This design comes from an exercise in tuning for small area and a short achievable clock period on the open sky130 flow, not from production work.

==> module lab4_2, before the edit <==
module lab4_2( 
              input wire      mode,
              input wire[2:0] opCode,
              input wire[3:0] value,
              input clk,
              input reset,
              output reg[9:0] result,
              output reg cacheFull,
              output reg invalidOp,
              output reg overflow);
	reg [9:0] p1;
	reg [4:1] p1_one;
	reg [4:0] p1_two;
	wire [11:0] re = {1'b0, result, 1'b0};
	wire [4:1] r_one;
	wire [4:0] r_two;
	genvar d;
	generate
		for (d = 0; d < 5; d = d + 1) begin : enc
			if (d > 0) assign r_one[d] = re[2*d+1] ^ re[2*d];
			assign r_two[d] = (re[2*d+2] & ~re[2*d+1] & ~re[2*d]) | (~re[2*d+2] & re[2*d+1] & re[2*d]);
		end
	endgenerate
	reg [5:0] j;
	reg       w;
	reg [5:0] size;
	reg [3:0] offset;
	reg [2:0] ops  [0:31];
	reg [3:0] vals [0:31];
	reg [2:0] op;
	reg [3:0] v;
	reg       is_setr;	 
	wire in_ok   = ~(opCode[1] & opCode[0]);
	wire load_ok = ~mode & in_ok & ~size[5];
	reg       pend;
	reg [2:0] pend_op;
	reg [3:0] pend_v;
	wire [4:0] pw = size[4:0] - 5'd1;
	always @(posedge clk) begin
		pend_op <= opCode;
		pend_v <= value;
	end
	wire [31:0] wen;
	l42_wen wdec (.ld(pend), .sz(pw), .en(wen));
	genvar e;
	generate
		for (e = 0; e < 32; e = e + 1) begin : wr
			always @(posedge clk) begin
				if (wen[e]) begin
					ops[e]  <= pend_op;
					vals[e] <= pend_v;
				end
			end
		end
	endgenerate
	wire is_add2 = ~op[2] & op[0];
	wire is_fma  = ~op[2] & op[1];
	wire [11:0] sadd = {2'b00, result} + (is_add2 ? {2'b00, p1} : 12'd0) + {8'd0, v};
	wire [10:0] fp, fc;
	l42_mac mac (.a(result), .b(p1), .e_one(p1_one), .e_two(p1_two), .v(v), .p(fp), .c(fc));
	reg big;
	integer m;
	always @(*) begin
		big = 1'b0;
		for (m = 1; m < 10; m = m + 1)
			big = big | ((|(result >> m)) & (|(p1 >> (10 - m))));
	end
	wire [2:0] pc_lo, pc_hi;
	l42_pc5 pcl (.x(result[4:0]), .n(pc_lo));
	l42_pc5 pch (.x(result[9:5]), .n(pc_hi));
	wire [3:0] popc = pc_lo + pc_hi;
	wire [9:0] brev = {result[0], result[1], result[2], result[3], result[4],
	                   result[5], result[6], result[7], result[8], result[9]};
	wire       fsel = mode & is_fma;
	wire [9:0] oth_res = (mode & ~is_setr) ? (op[2] ? (op[0] ? brev : {6'd0, popc}) : sadd[9:0]) : result;
	wire       oth_ovf = mode & (is_setr ? overflow : (~op[2] & (sadd[11] | sadd[10])));
	wire [9:0] res_d;
	wire       ovf_d;
	l42_fin fin (.sel(fsel), .p(fp), .c(fc), .big(big), .o_res(oth_res), .o_ovf(oth_ovf), .res(res_d), .ovf(ovf_d));
	wire [3:0] off_new = is_setr ? v : offset;
	wire [5:0] i_new = w ? {2'b00, off_new} : j;
	wire       off_lt = size[5] | ({1'b0, off_new} < size[4:0]);
	wire       j_lt   = size[5] | (j[4:0] < size[4:0]);
	wire       f_valid = w ? off_lt : j_lt;
	wire [223:0] flat;
	generate
		for (e = 0; e < 32; e = e + 1) begin : rd
			assign flat[7*e +: 7] = {ops[e], vals[e]};
		end
	endgenerate
	wire [6:0] rdq;
	l42_rd rdm (.m(flat), .idx(i_new[4:0]), .q(rdq));
	wire       f_byp = pend & (w ? ({1'b0, off_new} == pw) : (j[4:0] == pw));
	wire [2:0] f_op = f_byp ? pend_op : f_valid ? rdq[6:4] : 3'b000;
	wire [3:0] f_v  = f_byp ? pend_v  : f_valid ? rdq[3:0] : 4'b0000;
	wire [5:0] j_new = i_new + 6'd1;
	wire [5:0] s_dec = size - 6'd1;
	wire       w_new = w ? ({2'b00, off_new} == s_dec) : (j == s_dec);
	wire [5:0] s_inc = size + 6'd1;
	always @(posedge clk or posedge reset) begin
		if (reset) begin
			result <= 10'd0; overflow <= 1'b0; pend <= 1'b0;
		end else begin
			pend <= load_ok;
			result <= res_d;
			overflow <= ovf_d;
		end
	end
	always @(posedge clk or posedge reset) begin
		if (reset) begin
			p1 <= 10'd0; p1_one <= 4'd0; p1_two <= 5'd0; j <= 6'd1; w <= 1'b0; size <= 6'd0; offset <= 4'd0;
			cacheFull <= 1'b0; invalidOp <= 1'b0;
			op <= 3'b000; v <= 4'b0000; is_setr <= 1'b0;
		end else if (~mode) begin
			invalidOp <= ~in_ok;
			if (in_ok) begin
				if (size[5]) cacheFull <= 1'b1;
				else begin
					size <= s_inc;
					w <= (j == s_inc);
				end
			end
			if (load_ok && j[4:0] == s_inc[4:0]) begin
				op <= opCode;
				v <= value;
				is_setr <= opCode[2] & opCode[1];
			end
		end else begin
			invalidOp <= 1'b0;
			offset <= off_new;
			j <= j_new;
			w <= w_new;
			op <= f_op;
			v <= f_v;
			is_setr <= f_op[2] & f_op[1];
			if (!is_setr) begin
				p1 <= result;
				p1_one <= r_one;
				p1_two <= r_two;
			end
		end
	end
endmodule
==> module l42_wen, before the edit <==
module l42_wen(input wire ld, input wire [4:0] sz, output wire [31:0] en);
	wire [3:0] grp = 4'd1 << sz[4:3];
	wire [7:0] low = 8'd1 << sz[2:0];
	wire [3:0] lg;
	l42_and4 ga (.a(grp), .b(ld), .y(lg));
	l42_and32 gb (.a({{8{lg[3]}}, {8{lg[2]}}, {8{lg[1]}}, {8{lg[0]}}}), .b({4{low}}), .y(en));
endmodule
==> module l42_and4, before the edit <==
module l42_and4(input wire [3:0] a, input wire b, output wire [3:0] y);
	assign y = a & {4{b}};
endmodule
==> module l42_and32, before the edit <==
module l42_and32(input wire [31:0] a, input wire [31:0] b, output wire [31:0] y);
	assign y = a & b;
endmodule
export LEC_CHECK = 0
export CAP_MARGIN = 20
export CORE_MARGIN = 2
export CORE_UTILIZATION = 40
export CTS_BUF_LIST = sky130_fd_sc_hd__clkbuf_16
export CTS_CLUSTER_DIAMETER = 100
export CTS_CLUSTER_SIZE = 22
export SETUP_SLACK_MARGIN = 4.4
export SLEW_MARGIN = 20
export SYNTH_HIERARCHICAL = 1
export SYNTH_MINIMUM_KEEP_SIZE = 0
create_clock -name core_clock -period 8.0 [get_ports {clk}]
run.sh (not shown) runs the stock make flow with config.mk's settings and CLKGATE_MAP_FILE= SYNTH_SCRIPT=/design/flow/synth_recipe.tcl, a recipe that flattens the netlist after the stock synthesis.
Next try:
--- a/flow/design.v
+++ b/flow/design.v
@@ -33,23 +33,16 @@
 	reg       is_setr;	 
 	wire in_ok   = ~(opCode[1] & opCode[0]);
 	wire load_ok = ~mode & in_ok & ~size[5];
-	reg       pend;
-	reg [2:0] pend_op;
-	reg [3:0] pend_v;
-	wire [4:0] pw = size[4:0] - 5'd1;
-	always @(posedge clk) begin
-		pend_op <= opCode;
-		pend_v <= value;
-	end
+	wire [31:0] dec = 32'd1 << size[4:0];
 	wire [31:0] wen;
-	l42_wen wdec (.ld(pend), .sz(pw), .en(wen));
+	l42_wen wdec (.ld(load_ok), .dec(dec), .en(wen));
 	genvar e;
 	generate
 		for (e = 0; e < 32; e = e + 1) begin : wr
 			always @(posedge clk) begin
 				if (wen[e]) begin
-					ops[e]  <= pend_op;
-					vals[e] <= pend_v;
+					ops[e]  <= opCode;
+					vals[e] <= value;
 				end
 			end
 		end
@@ -91,18 +84,16 @@
 	endgenerate
 	wire [6:0] rdq;
 	l42_rd rdm (.m(flat), .idx(i_new[4:0]), .q(rdq));
-	wire       f_byp = pend & (w ? ({1'b0, off_new} == pw) : (j[4:0] == pw));
-	wire [2:0] f_op = f_byp ? pend_op : f_valid ? rdq[6:4] : 3'b000;
-	wire [3:0] f_v  = f_byp ? pend_v  : f_valid ? rdq[3:0] : 4'b0000;
+	wire [2:0] f_op = f_valid ? rdq[6:4] : 3'b000;
+	wire [3:0] f_v  = f_valid ? rdq[3:0] : 4'b0000;
 	wire [5:0] j_new = i_new + 6'd1;
 	wire [5:0] s_dec = size - 6'd1;
 	wire       w_new = w ? ({2'b00, off_new} == s_dec) : (j == s_dec);
 	wire [5:0] s_inc = size + 6'd1;
 	always @(posedge clk or posedge reset) begin
 		if (reset) begin
-			result <= 10'd0; overflow <= 1'b0; pend <= 1'b0;
+			result <= 10'd0; overflow <= 1'b0;
 		end else begin
-			pend <= load_ok;
 			result <= res_d;
 			overflow <= ovf_d;
 		end
@@ -142,18 +133,8 @@
 		end
 	end
 endmodule
-module l42_wen(input wire ld, input wire [4:0] sz, output wire [31:0] en);
-	wire [3:0] grp = 4'd1 << sz[4:3];
-	wire [7:0] low = 8'd1 << sz[2:0];
-	wire [3:0] lg;
-	l42_and4 ga (.a(grp), .b(ld), .y(lg));
-	l42_and32 gb (.a({{8{lg[3]}}, {8{lg[2]}}, {8{lg[1]}}, {8{lg[0]}}}), .b({4{low}}), .y(en));
-endmodule
-module l42_and4(input wire [3:0] a, input wire b, output wire [3:0] y);
-	assign y = a & {4{b}};
-endmodule
-module l42_and32(input wire [31:0] a, input wire [31:0] b, output wire [31:0] y);
-	assign y = a & b;
+module l42_wen(input wire ld, input wire [31:0] dec, output wire [31:0] en);
+	assign en = dec & {32{ld}};
 endmodule
 module l42_rd(input wire [223:0] m, input wire [4:0] idx, output wire [6:0] q);
 	genvar b, g;
=> Design area decreases slightly. Maximum frequency fell slightly. First-iteration DRC count is lower by a few percent. Clock-buffer cell count does not change. Synthesized cell count rises slightly. Worst setup slack is worse by 0.030 ns.
Function was not checked in any run of this note: the RTL went through the layout flow alone.

==> afterwards: timing with drivers on the ports <==
Ports are ideal in the flow. The routed layouts listed here were re-timed in OpenROAD. Step 1 (the two cells are an assumption about what drives the block):
set clk [get_ports {clk}]
set_driving_cell -lib_cell sky130_fd_sc_hd__clkbuf_16 $clk
set_driving_cell -lib_cell sky130_fd_sc_hd__buf_2 [delete_from_list [all_inputs] $clk]
Step 2 also shifts input and output timing later by t, the mid clock arrival at the registers, as if the neighbouring blocks saw the same clock. Slacks: no drivers / after step 1 / after step 2; pairs: no drivers / after step 1.
| run | t (ns) | slack for setup (ns) | clock arrival spread, ns | slew at the worst register clock pin (ns) | pins driven straight from the clock port |
|---|---|---|---|---|---|
| the first run | 0.557 | 4.377 / 4.377 / 3.937 | 0.034 / 0.035 | 0.10 / 0.10 | 1 |
| the second run | 0.560 | 4.347 / 4.377 / 3.816 | 0.023 / 0.023 | 0.10 / 0.10 | 1 |
After both steps every run listed still meets setup and hold. For the second run, which loses most, drivers alone change the setup slack by +0.030 ns; drivers and shift together by -0.531 ns.
